Background: an optimization exercise with open tools, aiming at small area, a short achievable clock period and few clock cycles per item. Do not read the settings as production practice. Only simulation tests tie the RTL to the original design; equivalence was not proved.

==> maple: inputs <==
Design phase_ctrl, start of the top module:
module phase_ctrl(
                  input             clk,
                  input             resetn,
                  input             i2c_wr,
                  input  [15:0]     i2c_wdata,
                  input  [3:0]      i2c_addr,
                  input             fifo_empty,
                  input  [17:0]     fifo_rdata,
                  output            fifo_rden,
                  output reg [17:0] fifo_wdata,
                  output            fifo_wren,
                  input             fifo_almost_full
                 );
==> flow/config.mk <==
export PLATFORM = sky130hd
export DESIGN_NAME = phase_ctrl
export DESIGN_NICKNAME = phase_ctrl
export VERILOG_FILES = /design/flow/design.v
export SDC_FILE = /design/flow/constraint.sdc
export NUM_CORES = 4
export LEC_CHECK = 0
export ABC_AREA = 1
export CAP_MARGIN = 20
export CORE_MARGIN = 2
export CORE_UTILIZATION = 40
export CTS_BUF_LIST = sky130_fd_sc_hd__clkbuf_4 sky130_fd_sc_hd__clkbuf_8
export CTS_CLUSTER_SIZE = 30
export SETUP_SLACK_MARGIN = 4.4
export SLEW_MARGIN = 20
==> flow/constraint.sdc <==
create_clock -name core_clock -period 8.0 [get_ports {clk}]
set_input_delay 1.6000 -clock core_clock [delete_from_list [all_inputs] [get_ports {clk}]]
set_output_delay 1.6000 -clock core_clock [all_outputs]
set_load 0.01 [all_outputs]
run.sh (not shown) runs the stock make flow with config.mk's settings and CLKGATE_MAP_FILE= SYNTH_SCRIPT=/design/flow/synth_recipe.tcl, a recipe that flattens the netlist after the stock synthesis.
==> violet: changes against maple <==
--- a/flow/design.v
+++ b/flow/design.v
@@ -487,16 +487,16 @@
 wire p485 = (p453 & p455) | (p453 & p457) | (p455 & p457);
 wire p486 = p476 ^ p478 ^ p480;
 wire p487 = (p476 & p478) | (p476 & p480) | (p478 & p480);
 wire p488 = p459 ^ p482 ^ p461;
 wire p489 = (p459 & p482) | (p459 & p461) | (p482 & p461);
 wire p490 = p484 ^ p486;
 wire p491 = p484 & p486;
-wire p492 = 1'b1 ^ p103 ^ p113;
-wire p493 = (1'b1 & p103) | (1'b1 & p113) | (p103 & p113);
+wire p492 = ~(p103 ^ p113);
+wire p493 = p103 | p113;
 wire p494 = p152 ^ p167 ^ p182;
 wire p495 = (p152 & p167) | (p152 & p182) | (p167 & p182);
 wire p496 = p197 ^ p211 ^ p223;
 wire p497 = (p197 & p211) | (p197 & p223) | (p211 & p223);
 wire p498 = p233 ^ p32 ^ p47;
 wire p499 = (p233 & p32) | (p233 & p47) | (p32 & p47);
 wire p500 = p62 ^ p77 ^ p91;
@@ -511,16 +511,16 @@
 wire p509 = (p500 & p477) | (p500 & p479) | (p477 & p479);
 wire p510 = p481 ^ p502 ^ p504;
 wire p511 = (p481 & p502) | (p481 & p504) | (p502 & p504);
 wire p512 = p506 ^ p483 ^ p485;
 wire p513 = (p506 & p483) | (p506 & p485) | (p483 & p485);
 wire p514 = p508 ^ p487 ^ p510;
 wire p515 = (p508 & p487) | (p508 & p510) | (p487 & p510);
-wire p516 = 1'b1 ^ p104 ^ p114;
-wire p517 = (1'b1 & p104) | (1'b1 & p114) | (p104 & p114);
+wire p516 = ~(p104 ^ p114);
+wire p517 = p104 | p114;
 wire p518 = p153 ^ p168 ^ p183;
 wire p519 = (p153 & p168) | (p153 & p183) | (p168 & p183);
 wire p520 = p198 ^ p212 ^ p224;
 wire p521 = (p198 & p212) | (p198 & p224) | (p212 & p224);
 wire p522 = p234 ^ p33 ^ p48;
 wire p523 = (p234 & p33) | (p234 & p48) | (p33 & p48);
 wire p524 = p63 ^ p78 ^ p92;
@@ -555,16 +555,16 @@
 wire p553 = (p542 & p544) | (p542 & p546) | (p544 & p546);
 wire p554 = p527 ^ p529 ^ p531;
 wire p555 = (p527 & p529) | (p527 & p531) | (p529 & p531);
 wire p556 = p548 ^ p550 ^ p552;
 wire p557 = (p548 & p550) | (p548 & p552) | (p550 & p552);
 wire p558 = p533 ^ p535 ^ p554;
 wire p559 = (p533 & p535) | (p533 & p554) | (p535 & p554);
-wire p560 = 1'b1 ^ p106 ^ p116;
-wire p561 = (1'b1 & p106) | (1'b1 & p116) | (p106 & p116);
+wire p560 = ~(p106 ^ p116);
+wire p561 = p106 | p116;
 wire p562 = p170 ^ p185 ^ p200;
 wire p563 = (p170 & p185) | (p170 & p200) | (p185 & p200);
 wire p564 = p214 ^ p226 ^ p236;
 wire p565 = (p214 & p226) | (p214 & p236) | (p226 & p236);
 wire p566 = p50 ^ p65 ^ p80;
 wire p567 = (p50 & p65) | (p50 & p80) | (p65 & p80);
 wire p568 = p94 ^ p541 ^ p543;
@@ -591,16 +591,16 @@
 wire p589 = (p565 & p567) | (p565 & p580) | (p567 & p580);
 wire p590 = p582 ^ p584 ^ p569;
 wire p591 = (p582 & p584) | (p582 & p569) | (p584 & p569);
 wire p592 = p571 ^ p573 ^ p586;
 wire p593 = (p571 & p573) | (p571 & p586) | (p573 & p586);
 wire p594 = p588 ^ p575 ^ p590;
 wire p595 = (p588 & p575) | (p588 & p590) | (p575 & p590);
-wire p596 = 1'b1 ^ p108 ^ p118;
-wire p597 = (1'b1 & p108) | (1'b1 & p118) | (p108 & p118);
+wire p596 = ~(p108 ^ p118);
+wire p597 = p108 | p118;
 wire p598 = p187 ^ p202 ^ p216;
 wire p599 = (p187 & p202) | (p187 & p216) | (p202 & p216);
 wire p600 = p228 ^ p238 ^ p67;
 wire p601 = (p228 & p238) | (p228 & p67) | (p238 & p67);
 wire p602 = p82 ^ p96 ^ p581;
 wire p603 = (p82 & p96) | (p82 & p581) | (p96 & p581);
 wire p604 = p583 ^ p585 ^ p596;
@@ -697,15 +697,15 @@
                   input             resetn,
                   input             i2c_wr,
                   input  [15:0]     i2c_wdata,
                   input  [3:0]      i2c_addr,
                   input             fifo_empty,
                   input  [17:0]     fifo_rdata,
                   output            fifo_rden,
-                  output reg [17:0] fifo_wdata,
+                  output     [17:0] fifo_wdata,
                   output            fifo_wren,
                   input             fifo_almost_full
                  );
 localparam NX = 80;
 wire [23:0] enc_a, enc_b;
 genvar k;
 generate
@@ -727,43 +727,41 @@
         be <= 24'h925924;
     end else if (i2c_wr) begin
         if (i2c_addr == 4'd0) ae <= enc_a;
         if (i2c_addr == 4'd1) be <= enc_b;
     end
 end
 reg [8:0] sr;
-reg       wv;            
 reg [2:0] credit;        
 reg       hv;            
 reg       adv;           
 wire mid = |sr[4:0];
+wire ov = |sr[8:3];      
 wire can_wr = |credit;
-wire idle = ~wv & ~|sr;
+wire idle = ~|sr;
 assign fifo_rden = (adv & mid) | (adv & ~fifo_empty);
-assign fifo_wren = wv & can_wr;
-wire       wv_n = adv ? |sr[8:3] : wv;
+assign fifo_wren = ov & can_wr;
+wire       ov_n = adv ? |sr[7:2] : ov;
 wire [2:0] credit_n = (fifo_almost_full ? (idle ? 3'd0 : credit) : 3'd6) - {2'b00, fifo_wren};
 always @(posedge clk or negedge resetn) begin
     if (!resetn) begin
         sr <= 9'd0;
         hv <= 1'b0;
     end else if (adv) begin
         sr <= {sr[7:0], ~mid & ~fifo_empty};
         if (sr[6]) hv <= 1'b1;
     end
 end
 always @(posedge clk or negedge resetn) begin
     if (!resetn) begin
-        wv <= 1'b0;
         credit <= 3'd0;
         adv <= 1'b1;
     end else begin
-        wv <= wv_n;
         credit <= credit_n;
-        adv <= ~wv_n | (|credit_n);
+        adv <= ~ov_n | (|credit_n);
     end
 end
 reg  [15:0]   W;
 reg  [15:0]   H0, H1, H2, H3, H4;
 reg  [NX-1:0] X;
 reg  [15:0]   Y, D;
 wire [NX-1:0] x_n;
@@ -781,18 +779,13 @@
         if (rot) begin
             H0 <= H1;
             H1 <= H2;
             H2 <= H3;
             H3 <= H4;
             H4 <= W;
         end
-        if (sr[3])
-            fifo_wdata <= {2'b01, fifo_rdata[15:0]};
-        else if (sr[4] | sr[5] | sr[6])
-            fifo_wdata <= {2'b00, D};
-        else if (sr[7])
-            fifo_wdata <= {2'b00, Y};
-        else
-            fifo_wdata <= {2'b10, Y};
     end
 end
+assign fifo_wdata = sr[3] ? {2'b01, fifo_rdata[15:0]} :
+                    (sr[4] | sr[5] | sr[6]) ? {2'b00, D} :
+                    {sr[8], 1'b0, Y};
 endmodule
ABC_AREA = unset   (was 1)
ABC_CLOCK_PERIOD_IN_PS = 3600   (was unset)
CTS_BUF_LIST = unset   (was sky130_fd_sc_hd__clkbuf_4 sky130_fd_sc_hd__clkbuf_8)
CTS_CLUSTER_SIZE = unset   (was 30)
SETUP_SLACK_MARGIN = 4.3   (was 4.4)
==> results.yml <==
setup_path:
  rr_worst_depth: 7
  cp_cell_sequence: "clkinv_1 > xnor2_1 > fa_1 > fa_1 > fa_1 > inv_1 > fa_1"
  crit_slowest_cell: "dfstp_2"
  rrSetupSlack_ns: 4.28
global_route:
  grt_pass1_wl_mm: 83.5
clock_network:
  cts_sinks: 270
outcome:
  status: "finished clean"
finish:
  drive_gt1_share_pct: 9.55
route:
  drt_iter0_markers: 1277
(the above is from violet)
==> results.yml <==
setup_path:
  rr_worst_depth: 9
  rrSetupSlack_ns: 4.42
  crit_slowest_cell: "dfrtp_1"
finish:
  drive_gt1_share_pct: 15.0
outcome:
  status: "finished clean"
(the above is from maple)
Testbench counts of maple, summed over its fixed seeds: cycles 2,344, frames 384.
Testbench counts of violet, summed over its fixed seeds: cycles 2,336, frames 384.

-- port drivers added, routing unchanged --
The results above use ideal ports. As a check the final layouts listed here were re-extracted and re-timed, cells and wires unchanged. Step 1 sets driving cells, clkbuf_16 on the clock port and buf_2 on the other inputs (assumed; they add their load-dependent delay and slew). Step 2 moves the port delays by t, midway between the first and last clock arrival at a register: inputs arrive t later, outputs are due t later. That takes back most of the time a late clock gives input paths. Slacks: no drivers / after step 1 / after step 2; pairs: no drivers / after step 1.
run | t, ns | setup WS [ns] | worst hold slack (ns) | latest minus earliest clock arrival (ns)
maple | 0.686 | 4.416 / 4.407 / 4.220 | 0.410 / 0.410 / 0.410 | 0.042 / 0.042
violet | 0.601 | 4.283 / 4.283 / 4.283 | 0.403 / 0.403 / 0.403 | 0.025 / 0.025
After both steps setup and hold are still met in every run listed. For maple, which loses most, drivers alone change the setup slack by -0.009 ns; drivers and shift together by -0.196 ns.
